What follows belongs to an exercise in optimizing a design on an open flow for small area, a short achievable clock period and few clock cycles; a production flow would make more cautious choices. Function was checked by simulation only, so behaviour that the tests miss may differ from the original.

==> try-delta: inputs <==
==> flow/design.v <==
module mulDiv(clk, rst_n, valid, ready, mode, in_A, in_B, out);
    input         clk, rst_n;
    input         valid, mode;  
    output        ready;
    input  [31:0] in_A, in_B;
    output [63:0] out;
    function [4:0] lzc32;
        input [31:0] x;
        reg   [15:0] v1;           
        reg   [15:0] p1;           
        reg   [7:0]  v2;
        reg   [15:0] p2;           
        reg   [3:0]  v3;
        reg   [11:0] p3;           
        reg   [1:0]  v4;
        reg   [7:0]  p4;           
        integer i;
        begin
            for (i = 0; i < 16; i = i + 1) begin
                v1[i] = x[2*i+1] | x[2*i];
                p1[i] = ~x[2*i+1];
            end
            for (i = 0; i < 8; i = i + 1) begin
                v2[i] = v1[2*i+1] | v1[2*i];
                p2[2*i+1]   = ~v1[2*i+1];
                p2[2*i]     = v1[2*i+1] ? p1[2*i+1] : p1[2*i];
            end
            for (i = 0; i < 4; i = i + 1) begin
                v3[i] = v2[2*i+1] | v2[2*i];
                p3[3*i+2]   = ~v2[2*i+1];
                p3[3*i+:2]  = v2[2*i+1] ? p2[2*(2*i+1)+:2] : p2[2*(2*i)+:2];
            end
            for (i = 0; i < 2; i = i + 1) begin
                v4[i] = v3[2*i+1] | v3[2*i];
                p4[4*i+3]   = ~v3[2*i+1];
                p4[4*i+:3]  = v3[2*i+1] ? p3[3*(2*i+1)+:3] : p3[3*(2*i)+:3];
            end
            lzc32[4]   = ~v4[1];
            lzc32[3:0] = v4[1] ? p4[7:4] : p4[3:0];
        end
    endfunction
    function [31:0] below_msb;
        input [31:0] x;
        integer i;
        begin
            below_msb[31] = x[31];
            for (i = 30; i >= 0; i = i - 1)
                below_msb[i] = below_msb[i+1] | x[i];
        end
    endfunction
    function [31:0] inc32;
        input [31:0] x;
        input        ci;
        input [1:0]  k;
        reg   [31:0] q;            
        reg   [31:0] pa;           
        reg   [31:0] cy;
        integer i, l;
        begin
            for (i = 0; i < 32; i = i + 1)
                q[i] = x[i] | (i < k);
            pa = q;
            for (l = 0; l < 5; l = l + 1)
                for (i = 31; i >= 0; i = i - 1)
                    if (i >= (1 << l)) pa[i] = pa[i] & pa[i - (1 << l)];
            cy[0] = ci & (k == 2'd0);
            for (i = 1; i < 32; i = i + 1)
                cy[i] = ci & (i >= k) & pa[i-1];
            inc32 = x ^ cy;
        end
    endfunction
    reg         s_norm, s_iter, s_fin, s_fix, rdy;
    reg         md;
    reg  [4:0]  r1;        
    reg  [4:0]  lza, lzb;
    reg         zb;
    reg         a_short;   
    reg         en, inv;   
    reg  [31:0] X, Y, Z;
    reg         e;         
    reg  [1:0]  kp;        
    assign ready = rdy;
    assign out   = {X, Y};
    wire [31:0] ma_in  = below_msb(in_A);
    wire [31:0] mb_in  = below_msb(in_B);
    wire        a_lt_b = |(in_B & ~ma_in);    
    wire        a_gt_b = |(in_A & ~mb_in);    
    wire        triv   = mode ? a_lt_b : ~ma_in[0];
    wire [4:0]  lzm     = a_short ? lza : lzb;
    wire [31:0] nop     = a_short ? Z : X;        
    wire [31:0] mop     = a_short ? X : Z;        
    wire [4:0]  dsh     = lzb - lza;
    wire [31:0] sh_in   = md ? Z : mop;
    wire [4:0]  sh_amt  = md ? dsh : lzm;
    wire [31:0] sh_out  = sh_in << sh_amt;
    wire        one     = (lzm == 5'd31);         
    reg  [1:0]  zc;        
    reg  [1:0]  k;         
    reg         last;      
    wire [4:0]  r1n  = s_norm ? (md ? dsh : (one ? 5'd0 : 5'd30 - lzm))
                              : r1 - 5'd1 - {3'd0, zc};
    reg         xn31, xn30;
    always @(*) begin
        if (s_norm) begin
            xn31 = sh_out[29];
            xn30 = sh_out[28];
        end else
            case (k)
                2'd1:    begin xn31 = X[30]; xn30 = X[29]; end
                2'd2:    begin xn31 = X[29]; xn30 = X[28]; end
                default: begin xn31 = X[28]; xn30 = X[27]; end
            endcase
    end
    wire        z1n   = ~md & (r1n != 5'd0) & ~xn31;
    wire        z2n   = z1n & (r1n != 5'd1) & ~xn30;
    wire [1:0]  zcn   = {z2n, z1n & ~z2n};
    wire        lastn = (r1n == {3'd0, zcn});
    wire [1:0]  kn    = md ? 2'd1 : (lastn ? zcn : zcn + 2'd1);
    wire [31:0] b    = (Z & {32{en}}) ^ {32{inv}};
    wire [33:0] t    = {1'b0, Y, 1'b1} + {1'b0, b, inv};
    wire [31:0] s    = t[32:1];
    wire        c    = t[33];
    wire        sgn  = e ^ inv ^ c;               
    wire [31:0] inc  = inc32(X, e & ~md, kp);
    wire n_norm = valid & ~triv;
    wire n_iter = (s_norm & ~(md & zb)) | (s_iter & ~last);
    wire n_fin  = (s_norm & md & zb) | (s_iter & last & md);
    wire n_fix  = s_iter & last & ~md & c;
    wire n_rdy  = (valid & triv) | s_fin | s_fix | (s_iter & last & ~md & ~c);
    always @(posedge clk or negedge rst_n) begin
        if (!rst_n) begin
            s_norm <= 1'b0;
            s_iter <= 1'b0;
            s_fin  <= 1'b0;
            s_fix  <= 1'b0;
            rdy    <= 1'b0;
        end else begin
            s_norm <= n_norm;
            s_iter <= n_iter;
            s_fin  <= n_fin;
            s_fix  <= n_fix;
            rdy    <= n_rdy;
        end
    end
    always @(posedge clk) begin
        lza     <= lzc32(in_A);
        lzb     <= lzc32(in_B);
        zb      <= ~mb_in[0];
        a_short <= ~a_gt_b;
        if (valid) md <= mode;
        r1   <= r1n;
        zc   <= zcn;
        k    <= kn;
        last <= lastn;
        if (md) begin
            en  <= n_iter | (n_fin & sgn);
            inv <= n_iter & ~(s_iter & sgn);
        end else begin
            if (s_norm)
                en <= one ? sh_out[31] : sh_out[30];
            else
                case (k)
                    2'd1:    en <= X[31] & ~last;
                    2'd2:    en <= X[30] & ~last;
                    default: en <= X[29] & ~last;
                endcase
            inv <= 1'b0;
        end
        if (s_norm)      e <= 1'b0;
        else if (md)     e <= sgn;
        else             e <= c;
        kp <= s_norm ? 2'd0 : k;
        if (valid)
            X <= in_A;
        else if (s_norm)
            X <= md ? {32{zb}} : {sh_out[29:0], 1'b0, nop[31] & ~one};
        else if (s_fin)
            X <= s;
        else if (s_fix)
            X <= inc;
        else
            case (k)
                2'd0: X <= inc;
                2'd1: X <= {inc[30:0], md ? ~sgn : s[31]};
                2'd2: X <= {inc[29:0], s[31:30]};
                2'd3: X <= {inc[28:0], s[31:29]};
            endcase
        if (valid)
            Y <= 32'd0;
        else if (s_norm)
            Y <= md ? X : {nop[30:0] & {31{~one}}, 1'b0};
        else if (s_fin)
            Y <= X;
        else if (md | s_fix)
            Y <= s;
        else
            case (k)
                2'd0: Y <= s;
                2'd1: Y <= {s[30:0], 1'b0};
                2'd2: Y <= {s[29:0], 2'b0};
                2'd3: Y <= {s[28:0], 3'b0};
            endcase
        if (valid)
            Z <= in_B;
        else if (s_norm) begin
            if (md)            Z <= sh_out;
            else if (!a_short) Z <= X;
        end else if (s_iter & md & ~last)
            Z <= {1'b0, Z[31:1]};
    end
endmodule
==> flow/run.sh <==
#!/bin/bash
# synth_recipe.tcl (not shown) runs the flow's synth.tcl, then flattens the netlist and writes it again
# the make line also repeats each setting of config.mk as NAME=value (left out here)
make -C /OpenROAD-flow-scripts/flow DESIGN_CONFIG=/design/flow/config.mk WORK_HOME=/design/flow/orfs CLKGATE_MAP_FILE= SYNTH_SCRIPT=/design/flow/synth_recipe.tcl finish
==> flow/config.mk <==
export PLATFORM = sky130hd
export DESIGN_NAME = mulDiv
export DESIGN_NICKNAME = mulDiv
export VERILOG_FILES = /design/flow/design.v
export SDC_FILE = /design/flow/constraint.sdc
export NUM_CORES = 8
export LEC_CHECK = 0
export CAP_MARGIN = 20
export CORE_MARGIN = 2
export CORE_UTILIZATION = 40
export PLACE_DENSITY = 0.6
export SETUP_SLACK_MARGIN = 1.5
export SLEW_MARGIN = 20
==> flow/constraint.sdc <==
create_clock -name core_clock -period 5.0 [get_ports {clk}]
set_input_delay 1.0000 -clock core_clock [delete_from_list [all_inputs] [get_ports {clk}]]
set_output_delay 1.0000 -clock core_clock [all_outputs]
set_load 0.01 [all_outputs]
==> inputs of try-onyx, as changes to try-delta <==
--- a/flow/design.v
+++ b/flow/design.v
@@ -62,6 +62,6 @@
             pa = q;
             for (l = 0; l < 5; l = l + 1)
-                for (i = 31; i >= 0; i = i - 1)
-                    if (i >= (1 << l)) pa[i] = pa[i] & pa[i - (1 << l)];
+                for (i = 0; i < 32; i = i + 1)
+                    if ((i >> l) & 1) pa[i] = pa[i] & pa[((i >> l) << l) - 1];
             cy[0] = ci & (k == 2'd0);
             for (i = 1; i < 32; i = i + 1)
==> flow/flow/run.sh (new file) <==
#!/bin/bash
# Own layout flow: the standard ORFS flow (standard.sh, unchanged synthesis
# and steps), except that the input and output ports are buffered with the
# smallest buffer cell (sky130_fd_sc_hd__buf_1) instead of the cell
# buffer_ports picks by default.  Every step's full output goes to a log file
# of its own in this folder (make.log) and in orfs/logs/.
set -euo pipefail
export BUFFER_PORTS_ARGS="-buffer_cell sky130_fd_sc_hd__buf_1"
bash standard.sh > make.log 2>&1
==> flow/standard.sh (new file) <==
#!/bin/bash
# synth_recipe.tcl (not shown) runs the flow's synth.tcl, then flattens the netlist and writes it again
# the make line also repeats each setting of config.mk as NAME=value (left out here)
make -C /OpenROAD-flow-scripts/flow DESIGN_CONFIG=/design/flow/config.mk WORK_HOME=/design/flow/orfs CLKGATE_MAP_FILE= SYNTH_SCRIPT=/design/flow/synth_recipe.tcl "${@:-finish}"
CORE_UTILIZATION = 60   (was 40)
PLACE_DENSITY = 0.75   (was 0.6)
SETUP_SLACK_MARGIN = 1.7   (was 1.5)
removed: flow/run.sh
==> inputs of try-juniper, as changes to try-delta <==
--- a/flow/design.v
+++ b/flow/design.v
@@ -62,6 +62,6 @@
             pa = q;
             for (l = 0; l < 5; l = l + 1)
-                for (i = 31; i >= 0; i = i - 1)
-                    if (i >= (1 << l)) pa[i] = pa[i] & pa[i - (1 << l)];
+                for (i = 0; i < 32; i = i + 1)
+                    if ((i >> l) & 1) pa[i] = pa[i] & pa[((i >> l) << l) - 1];
             cy[0] = ci & (k == 2'd0);
             for (i = 1; i < 32; i = i + 1)
==> flow/flow/run.sh (new file) <==
#!/bin/bash
# Own layout flow: the standard ORFS flow (standard.sh, unchanged synthesis
# and steps), except that the input and output ports are buffered with the
# smallest buffer cell (sky130_fd_sc_hd__buf_1) instead of the cell
# buffer_ports picks by default.  Every step's full output goes to a log file
# of its own in this folder (make.log) and in orfs/logs/.
set -euo pipefail
export BUFFER_PORTS_ARGS="-buffer_cell sky130_fd_sc_hd__buf_1"
bash standard.sh > make.log 2>&1
==> flow/standard.sh (new file) <==
#!/bin/bash
# synth_recipe.tcl (not shown) runs the flow's synth.tcl, then flattens the netlist and writes it again
# the make line also repeats each setting of config.mk as NAME=value (left out here)
make -C /OpenROAD-flow-scripts/flow DESIGN_CONFIG=/design/flow/config.mk WORK_HOME=/design/flow/orfs CLKGATE_MAP_FILE= SYNTH_SCRIPT=/design/flow/synth_recipe.tcl "${@:-finish}"
ABC_AREA = 1   (was default)
CORE_UTILIZATION = 50   (was 40)
PLACE_DENSITY = 0.7   (was 0.6)
SETUP_SLACK_MARGIN = 1.7   (was 1.5)
removed: flow/run.sh
==> results.json <==
{
  "synth_area_um2": 14100,
  "min_period_ns": 3.55,
  "synth.avg_cell_area_um2": 7.50,
  "fin_util_pct": 75.2,
  "pg_comb_mw": 9.17,
  "power_mw": 12.5,
  "max_stage_delay_ns": 0.56,
  "outcome": "finished clean",
  "grt_pass1_wl_um": 89100
}
[end of results for try-onyx]
==> results.json <==
{
  "fin_util_pct": 57.2,
  "synth_edf_count": 33,
  "postSynth.topFlopCell": "dfxtp_1",
  "outcome": "finished clean",
  "pg_comb_mw": 8.98,
  "max_stage_delay_ns": 0.56,
  "grt_pass1_wl_um": 116000,
  "synth.avg_cell_area_um2": 5.62,
  "synth_area_um2": 16000,
  "power_mw": 12.3,
  "drtIter0Drc": 3829,
  "min_period_ns": 3.27
}
[end of results for try-juniper]
==> results.json <==
{
  "top_regs": "X: 32 flops, Y: 32 flops, Z: 32 flops",
  "synth.avg_cell_area_um2": 7.41,
  "power_mw": 12.6,
  "fin_util_pct": 49.8,
  "timing.rr.start": "lzb[0]$_DFF_P_",
  "min_period_ns": 3.51,
  "outcome": "finished clean",
  "grt_pass1_vias": 16999,
  "synth_area_um2": 15300
}
[end of results for try-delta]
Testbench counts of try-delta, summed over its fixed seeds: cycles 13,418.
Testbench counts of try-onyx, summed over its fixed seeds: cycles 13,418.
Testbench counts of try-juniper, summed over its fixed seeds: cycles 13,418.

what the ideal ports hide:
Ports are ideal in the flow. The routed layouts listed here were re-timed in OpenROAD. Step 1 (the two cells are an assumption about what drives the block):
set clk [get_ports {clk}]
set_driving_cell -lib_cell sky130_fd_sc_hd__clkbuf_16 $clk
set_driving_cell -lib_cell sky130_fd_sc_hd__buf_2 [delete_from_list [all_inputs] $clk]
Step 2 adds t to the input delays and takes it off the output delays; t is the mean of the earliest and latest rising clock arrival at the registers after step 1. Input paths then give back, and output paths get back, about the clock's delay inside the block. a / b / c = ideal / step 1 / step 2; a / b = the first two.
run | t, ns | setup slack, ns | worst register clock-pin slew, ns | worst slew at a driven data input, ns
try-delta | 0.501 | 1.495 / 1.495 / 1.201 | 0.07 / 0.07 | 0.04
try-onyx | 0.494 | 1.448 / 1.448 / 1.308 | 0.08 / 0.08 | 0.04
try-juniper | 0.495 | 1.731 / 1.731 / 1.558 | 0.07 / 0.07 | 0.07
After both steps every run listed still meets setup and hold. The setup slack of try-delta, which loses most, moves by 0.000 ns with the drivers and by -0.294 ns with both steps.
